From an optimization exercise on the open Yosys and OpenROAD flow, aimed at a short achievable clock period, few clock cycles per item and low power; shortcuts taken in it are not production practice.
Function was checked by simulation only, so behaviour that the tests miss may differ from the original.

// PID_controller
module PID_controller #(
    parameter W = 16,
    parameter signed MAX_VAL = 32767,
    parameter signed MIN_VAL = -32768
)(
    input logic clk,
    input logic reset_n,
    input  logic signed [W-1:0] s_axi_tdata,
    input  logic s_axi_tvalid,
    output logic s_axi_tready,
    input  logic signed [W-1:0] Kp, Ki, Kd,
    input  logic signed [W-1:0] setpoint,
    output logic [W-1:0] m_axi_tdata,
    output logic m_axi_tvalid,
    input  logic m_axi_tready
);
  logic vA, vB, vC, vo, vs, rdy;
  logic [15:0] skid;
  wire adv = ~vs;
  wire take = s_axi_tvalid & adv;
  assign s_axi_tready = rdy;       
  logic [16:0] e1, e0, df;
  logic [7:0] kp_neg, kp_one, kp_two, ki_neg, ki_one, ki_two, kd_neg, kd_one, kd_two;
  wire [16:0] e_new = {setpoint[15], setpoint} - {s_axi_tdata[15], s_axi_tdata};
  function automatic [23:0] booth_enc(input logic [15:0] k);
    logic [16:0] kk;
    logic [7:0] ng, on, tw;
    kk = {k, 1'b0};
    for (int j = 0; j < 8; j++) begin
      ng[j] = kk[2*j+2];
      on[j] = kk[2*j+1] ^ kk[2*j];
      tw[j] = (kk[2*j+2] & ~kk[2*j+1] & ~kk[2*j]) | (~kk[2*j+2] & kk[2*j+1] & kk[2*j]);
    end
    booth_enc = {ng, on, tw};
  endfunction
  always_ff @(posedge clk or negedge reset_n) begin
    if (!reset_n) begin
      e1 <= '0;
      e0 <= '0;
      vA <= 1'b0;
    end else begin
      if (adv) vA <= take;
      if (take) begin
        e1 <= e_new;
        e0 <= e1;
      end
    end
  end
  always_ff @(posedge clk) begin
    if (take) df <= e0 - e1;
    {kp_neg, kp_one, kp_two} <= booth_enc(Kp);
    {ki_neg, ki_one, ki_two} <= booth_enc(Ki);
    {kd_neg, kd_one, kd_two} <= booth_enc(Kd);
  end
  logic [33:0] pS_d, pC_d, iS_d, iC_d, dS_d, dC_d;
  logic [33:0] pS, pC, iS, iC, dS, dC;
  wire ppp1 = (kp_one[0] & e1[0]) ^ kp_neg[0];
  wire ppp2 = ((kp_one[0] & e1[1]) | (kp_two[0] & e1[0])) ^ kp_neg[0];
  wire ppp3 = ((kp_one[0] & e1[2]) | (kp_two[0] & e1[1])) ^ kp_neg[0];
  wire ppp4 = ((kp_one[0] & e1[3]) | (kp_two[0] & e1[2])) ^ kp_neg[0];
  wire ppp5 = ((kp_one[0] & e1[4]) | (kp_two[0] & e1[3])) ^ kp_neg[0];
  wire ppp6 = ((kp_one[0] & e1[5]) | (kp_two[0] & e1[4])) ^ kp_neg[0];
  wire ppp7 = ((kp_one[0] & e1[6]) | (kp_two[0] & e1[5])) ^ kp_neg[0];
  wire ppp8 = ((kp_one[0] & e1[7]) | (kp_two[0] & e1[6])) ^ kp_neg[0];
  ...
clock: 7.5 ns
lec_check: 0
cap_margin: 20
core_margin: 2
core_utilization: 40
cts_cluster_diameter: 80
cts_cluster_size: 30
setup_slack_margin: 3.7
slew_margin: 20
synth_hierarchical: 1
synth_minimum_keep_size: 0
run.sh (not shown) runs the stock make flow with config.mk's settings and CLKGATE_MAP_FILE= SYNTH_SCRIPT=/design/flow/synth_recipe.tcl, a recipe that flattens the netlist after the stock synthesis.
The baseline completed without violations.
Testbench counts at the start, summed over its fixed seeds: cycles 2,432, items 2,400.
Then changed:
--- a/flow/config.mk
+++ b/flow/config.mk
@@ -8,7 +8,8 @@
 export CAP_MARGIN = 20
 export CORE_MARGIN = 2
-export CORE_UTILIZATION = 40
-export CTS_CLUSTER_DIAMETER = 80
-export CTS_CLUSTER_SIZE = 30
+export CORE_UTILIZATION = 65
+export CTS_CLUSTER_DIAMETER = 70
+export CTS_CLUSTER_SIZE = 25
+export PLACE_DENSITY = 0.85
 export SETUP_SLACK_MARGIN = 3.7
 export SLEW_MARGIN = 20
Clock-buffer cell count came out lower by 1.
Non-clock buffer count fell by 25.
Sequential share of layout area rises by 0.84 points.
Then changed:
--- a/flow/config.mk
+++ b/flow/config.mk
@@ -8,8 +8,8 @@
 export CAP_MARGIN = 20
 export CORE_MARGIN = 2
-export CORE_UTILIZATION = 65
+export CORE_UTILIZATION = 55
 export CTS_CLUSTER_DIAMETER = 70
 export CTS_CLUSTER_SIZE = 25
-export PLACE_DENSITY = 0.85
+export PLACE_DENSITY = 0.75
 export SETUP_SLACK_MARGIN = 3.7
 export SLEW_MARGIN = 20
Critical path depth came out higher by 1.
Via count came out lower by 2.7%.
Global-route usage came out lower by 6.2 points.
Clock-buffer cell count does not change.
Non-clock buffer count came out higher by 13.
Routed wire length came out lower by 4.6%.
Core utilization came out lower by 11 points.


Setup of run A:
PID_controller again, from the RTL that the note above started with.
clock: 7.5 ns
lec_check: 0
cap_margin: 20
core_margin: 2
core_utilization: 40
cts_cluster_diameter: 70
cts_cluster_size: 25
setup_slack_margin: 3.7
slew_margin: 20
synth_hierarchical: 1
synth_minimum_keep_size: 0
Testbench counts of run A, summed over its fixed seeds: cycles 2,432, items 2,400.
diff inputs: run A => run B
Settings: a change of CTS_CLUSTER_SIZE from 25 to 20; an added PLACE_DENSITY of 0.75; a change of CTS_CLUSTER_DIAMETER from 70 to 60.
### Flow results
Fraction of standard cell area in multi-input logic: run B vs run A up 0.17 points. [compare] base=run A new=run B: sequential share of cell area now sits at about the same level; met3 wire length now sits higher. There was hardly any difference in post-route non-filler standard cell count between run B and run A. Sort run B and run A by reg-to-reg setup timing slack asc -> top: run B. Run A vs run B, uppermost layer routed: met5 vs met4. From run A to run B the numbers moved as follows: post-place instance area comparable, post-detailed-routing wire length now smaller.
> inputs changed (run B -> run C)
Settings: a change of SETUP_SLACK_MARGIN from 3.7 to 4.0; a deleted PLACE_DENSITY that had been 0.75.
## What came out
Run C ended with more clock tree cell share of total cell area than run B. Of run C and run B, the run reporting the lower met3 global-route usage was run B. Comparing run C against run B, there is no change at all in number of flip-flops and latches. On buffers plus inverters on the worst setup path: run C sits above run B. Post-CTS setup buffer count: lower on run B. Changes observed in run C relative to run B: via count of the first global-routing pass went down 1,476, sequential share of layout area went down 0.58 points. Number of buffers inserted for hold repair after clock tree synthesis: run B vs run C identical.

==> re-timing with driven ports <==
The flow's constraints put no driver on any port. The routed layouts listed below were extracted and timed again, unchanged, in two steps. Step 1: set_driving_cell puts a clkbuf_16 on clk and a buf_2 on each other input, an assumption about the parent block. Step 2, shift: input delay + t, output delay - t, t = (earliest + latest rising clock arrival at the registers) / 2. This alone moves slack from input paths to output paths. Slacks: no drivers / after step 1 / after step 2; pairs: no drivers / after step 1.
run | shift t [ns] | setup WS [ns] | worst slew at a driven data input, ns
the first run of note 1 | 0.668 | 3.719 / 3.733 / 3.101 | 0.08
the second run of note 1 | 0.641 | 3.658 / 3.658 / 3.126 | 0.07
the third run of note 1 | 0.639 | 3.690 / 3.690 / 3.182 | 0.07
run A | 0.672 | 3.671 / 3.671 / 3.099 | 0.09
run B | 0.678 | 3.606 / 3.606 / 3.039 | 0.07
run C | 0.702 | 3.695 / 3.695 / 3.418 | 0.08
After both steps every run listed still meets setup and hold. For the first run of note 1, which loses most, drivers alone change the setup slack by +0.014 ns; drivers and shift together by -0.618 ns.
